This is an optimization exercise on Yosys and OpenROAD, whose aim is a short achievable clock period and few clock cycles, not a production implementation. Function was checked by simulation only, so behaviour that the tests miss may differ from the original.

## run B
Design LC3Core, start of the top module:
module LC3Core(
  input         clock,
  input         reset,
  output [15:0] io_mem_raddr,
  input  [15:0] io_mem_rdata,
  output [15:0] io_mem_waddr,
  output [15:0] io_mem_wdata,
  output        io_mem_wen,
  output        io_kb_ready,
  input         io_kb_valid,
  input  [7:0]  io_kb_bits,
  input         io_disp_ready,
  output        io_disp_valid,
  output [7:0]  io_disp_bits,
  output        io_end
);
  localparam [2:0] T_NONE  = 3'd0,
                   T_INSTR = 3'd1,    
                   T_LDATA = 3'd2,    
                   T_LPTR  = 3'd3,    
                   T_SPTR  = 3'd4,    
                   T_TVEC  = 3'd5;    
  reg  [15:0] ra;           
  reg  [2:0]  tag_p;        
  reg         pt_p;         
  reg  [1:0]  bi_p;         
  reg  [15:0] ra_a;         
  reg  [2:0]  tag_a;
  reg         pt_a;
  reg  [1:0]  bi_a;
  reg         dev_a;        
  reg  [1:0]  dsel_p;       
  reg  [15:0] dev_val;
  reg  [15:0] fp;           
  localparam QN = 4;                
  reg  [QN-1:0]    qv;
  reg  [16*QN-1:0] qi;              
  reg  [16*QN-1:0] qa;              
  reg  [16*QN-1:0] qn;              
  reg  [QN-1:0]    qt;              
  reg  [2*QN-1:0]  qb;              
  wire [15:0] qi0 = qi[15:0];
  wire [15:0] qa0 = qa[15:0];
  wire [15:0] qn0 = qn[15:0];
  wire [1:0]  qb0 = qb[1:0];
  reg  [3:0]  bv;
  reg  [15:0] btag0, btag1, btag2, btag3;
  reg  [15:0] btgt0, btgt1, btgt2, btgt3;
  reg  [1:0]  brr;
  reg  [15:0] R0, R1, R2, R3, R4, R5, R6, R7;
  reg  [15:0] ccv;         
  reg  [15:0] xpc;         
  reg         ldp;         
  reg         ldip;        
  reg         kill_rf;     
  reg         kill_cc;     
  reg  [2:0]  pend_dst;
  reg         stip;        
  reg         tvp;         
  reg         prev_nz;     
  reg         end1;
  reg  [15:0] waddr_q, wdata_q;
  reg         wen_q;
  reg  [15:0] KBSR, KBDR, DDR, DSR;
  reg         disp_v;
  ...
Size in the first run: ~760 flip-flops, ~52000 um^2 of cells after synthesis.
==> flow/config.mk <==
export PLATFORM = sky130hd
export DESIGN_NAME = LC3Core
export DESIGN_NICKNAME = LC3Core
export VERILOG_FILES = /design/flow/design.v
export SDC_FILE = /design/flow/constraint.sdc
export NUM_CORES = 4
export LEC_CHECK = 0
export ABC_CLOCK_PERIOD_IN_PS = 3000
export CAP_MARGIN = 20
export CORE_MARGIN = 2
export CORE_UTILIZATION = 50
export SLEW_MARGIN = 20
==> flow/constraint.sdc <==
create_clock -name core_clock -period 10.0 [get_ports {clock}]
set_input_delay 2.0000 -clock core_clock [delete_from_list [all_inputs] [get_ports {clock}]]
set_output_delay 2.0000 -clock core_clock [all_outputs]
set_load 0.01 [all_outputs]
standard.sh (not shown) runs the stock make flow with config.mk's settings and CLKGATE_MAP_FILE= SYNTH_SCRIPT=/design/flow/synth_recipe.tcl, a recipe that flattens the netlist after the stock synthesis.
==> flow/flow/run.sh <==
#!/bin/bash
# Standard ORFS layout (the standard.sh, unchanged synthesis), with the
# timing repair aiming well below the clock period: repair_timing keeps
# working until the setup slack reaches the margin given here.
set -uo pipefail
bash standard.sh SETUP_SLACK_MARGIN=7 finish > standard_flow.log 2>&1
Run B did not finish: a tool error stopped it during 5_1_grt.
Testbench counts of run B, summed over its fixed seeds: cycles 46,103.
### run B -> run P
-- flow/design.v --
<<< run B, line 160
  reg  sm_hit;                                     
  reg  sm_now;            
  wire sm_flush = sm_hit | sm_hit2 | sm_now;
  wire pt_bad   = qt[0] & ~hd[3];      
  wire ld_block  = ldp & (arr_ldata ? dep_ld : ~shadow_ok);
>>> run P, line 160
  reg  sm_hit;                                     
  reg  sm_now;            
  wire sm_flush = sm_hit | sm_now;
  wire pt_bad   = qt[0] & ~hd[3];      
  wire ld_block  = ldp & (arr_ldata ? dep_ld : ~shadow_ok);
<<< run B, line 195
  wire occ_eq = (~w_a & ~w_p & ~fr1) | ((w_a ^ w_p) & fr1 & ~fr2) | (w_a & w_p & fr2 & ~fr3);
  wire room = occ_lt | (occ_eq & ex);
  function [1:0] dsel(input [15:0] a);
    dsel = (a == 16'hFE00) ? 2'd1 : (a == 16'hFE02) ? 2'd2 : (a == 16'hFE04) ? 2'd3 : 2'd0;
>>> run P, line 195
  wire occ_eq = (~w_a & ~w_p & ~fr1) | ((w_a ^ w_p) & fr1 & ~fr2) | (w_a & w_p & fr2 & ~fr3);
  wire room = occ_lt | (occ_eq & ex);
  function [1:0] dsel_s(input [15:0] a, input [15:0] b);    
    dsel_s = sum_eq(a, b, 16'hFE00) ? 2'd1 : sum_eq(a, b, 16'hFE02) ? 2'd2 :
             sum_eq(a, b, 16'hFE04) ? 2'd3 : 2'd0;
  endfunction
  function [1:0] dsel(input [15:0] a);
    dsel = (a == 16'hFE00) ? 2'd1 : (a == 16'hFE02) ? 2'd2 : (a == 16'hFE04) ? 2'd3 : 2'd0;
<<< run B, line 215
      fp_n = rdata_eff;             
    end else if (ex_dreq) begin
      ra_n = daddr; tag_n = dtag; dsel_n = dsel(daddr);
    end else if (refetch) begin
      ra_n = rf_tgt; tag_n = T_INSTR; fp_n = inc16(rf_tgt);
>>> run P, line 219
      fp_n = rdata_eff;             
    end else if (ex_dreq) begin
      ra_n = daddr; tag_n = dtag; dsel_n = is_trp ? 2'd0 : (op == 4'h6) ? dsel_s(rA, off6) : dsel_s(qn0, off9);
    end else if (refetch) begin
      ra_n = rf_tgt; tag_n = T_INSTR; fp_n = inc16(rf_tgt);
<<< run B, line 340
  wire [15:0] qa1 = qa[31:16];
  wire        st_nxt  = (ex_live & is_st) | (tag_a == T_SPTR);
  wire [15:0] st_addr = (tag_a == T_SPTR) ? rdata_eff : (op == 4'h3) ? pcoff : boff;
  integer hj;
  reg sm_other;
  always @(*) begin
    sm_other = (st_addr == ra_a) | (st_addr == ra) | (st_addr == fp);
    for (hj = 0; hj < QN; hj = hj + 1)
      sm_other = sm_other | (st_addr == qa[16*hj +: 16]);
  end
  wire st_hit  = st_nxt & sm_other;
  wire st_hit2 = wen_q & (tag_p == T_INSTR) & (waddr_q == ra);
  reg  sm_hit2;
  reg  w_kb, w_dd;         
  wire        st_h0   = st_addr == (qv[0] ? qa0 : ra_a);
  wire        st_h1   = st_addr == (qv[1] ? qa1 : ra_a);
  wire        sm_now_n = st_nxt & (ex ? st_h1 : st_h0);
  always @(posedge clock) begin
>>> run P, line 344
  wire [15:0] qa1 = qa[31:16];
  wire        st_nxt  = (ex_live & is_st) | (tag_a == T_SPTR);
  integer hj;
  reg sm_other;
  always @(*) begin
    sm_other = (arr_instr & (waddr_q == ra_a)) | ((tag_p == T_INSTR) & (waddr_q == ra));
    for (hj = 1; hj < QN; hj = hj + 1)
      sm_other = sm_other | (qv[hj] & (waddr_q == qa[16*hj +: 16]));
  end
  wire st_hit = wen_q & sm_other;
  reg  w_kb, w_dd;         
  wire [15:0] st_b  = (op == 4'h3) ? qn0 : rA;
  wire [15:0] st_o  = (op == 4'h3) ? off9 : off6;
  wire        st_p  = (tag_a == T_SPTR);
  function st_is(input [15:0] k, input p, input [15:0] d, input [15:0] b, input [15:0] o);
    st_is = p ? (d == k) : sum_eq(b, o, k);
  endfunction
  wire        st_h0   = st_is(qv[0] ? qa0 : ra_a, st_p, rdata_eff, st_b, st_o);
  wire        st_h1   = st_is(qv[1] ? qa1 : ra_a, st_p, rdata_eff, st_b, st_o);
  wire        sm_now_n = st_nxt & (ex ? st_h1 : st_h0);
  always @(posedge clock) begin
<<< run B, line 369
      end1     <= 1'b0;
      sm_hit   <= 1'b0;
      sm_hit2  <= 1'b0;
      w_kb     <= 1'b0;
      w_dd     <= 1'b0;
>>> run P, line 376
      end1     <= 1'b0;
      sm_hit   <= 1'b0;
      w_kb     <= 1'b0;
      w_dd     <= 1'b0;
<<< run B, line 401
      if (ex_end) end1 <= 1'b1;
      sm_hit <= st_hit;
      sm_hit2 <= st_hit2;
      w_kb <= st_nxt & (st_addr == 16'hFE00);
      w_dd <= st_nxt & (st_addr == 16'hFE06);
      sm_now <= sm_now_n & ~flush_q;
      wen_q <= 1'b0;
>>> run P, line 407
      if (ex_end) end1 <= 1'b1;
      sm_hit <= st_hit;
      w_kb <= st_nxt & st_is(16'hFE00, st_p, rdata_eff, st_b, st_o);
      w_dd <= st_nxt & st_is(16'hFE06, st_p, rdata_eff, st_b, st_o);
      sm_now <= sm_now_n & ~flush_q;
      wen_q <= 1'b0;
### Flow results
Run P: done, clean on timing, DRC and antenna
Run P vs run B — area share of and/or/nand/nor cells after synthesis rose 0.58 points.
For the net count of the mapped netlist, run P came in 148 lower than run B did.
Run P vs. run B: post-placement cell area went down by about 2%.
Estimated wirelength of the detail-placed design | run P below run B
Relative to run B, the synthesized cell count measured on run P has decreased by a few percent.
Distinct cell type count of the synthesized netlist delta for run P relative to run B: 11 lower
Taking run B as the reference point, the share of the yosys chip area belonging to registers of run P rises by 0.61 points.
Taking run B as the reference, in run P post-synthesis cell area now smaller, xor and xnor fraction of the mapped netlist area +0.71 points, level count of the clock H-tree held steady, vertical extent of the die now smaller, starting utilization of the core area went up by 0.26 points.
When run P is set beside run B, its number of setup buffers added after CTS turns out to be 84 smaller.
Testbench counts of run P, summed over its fixed seeds: cycles 46,038.

[static timing again, ports no longer ideal]
The flow's constraints put no driver on any port. The routed layout listed below was extracted and timed again, unchanged, in two steps.
Step 1: set_driving_cell puts a clkbuf_16 on clock and a buf_2 on each other input, an assumption about the parent block.
Step 2 moves the port delays by t, midway between the first and last clock arrival at a register: inputs arrive t later, outputs are due t later. That takes back most of the time a late clock gives input paths.
Slacks: no drivers / after step 1 / after step 2; pairs: no drivers / after step 1.
run: run P
shift t [ns]: 0.801
setup slack, ns: 6.549 / 6.549 / 6.242
hold slack, ns: 0.435 / 0.435 / 0.435
slew at the worst register clock pin (ns): 0.07 / 0.07
cell pins on the clock port's net: 1
After both steps setup and hold are still met in run P. For run P, drivers alone change the setup slack by 0.000 ns; drivers and shift together by -0.307 ns.
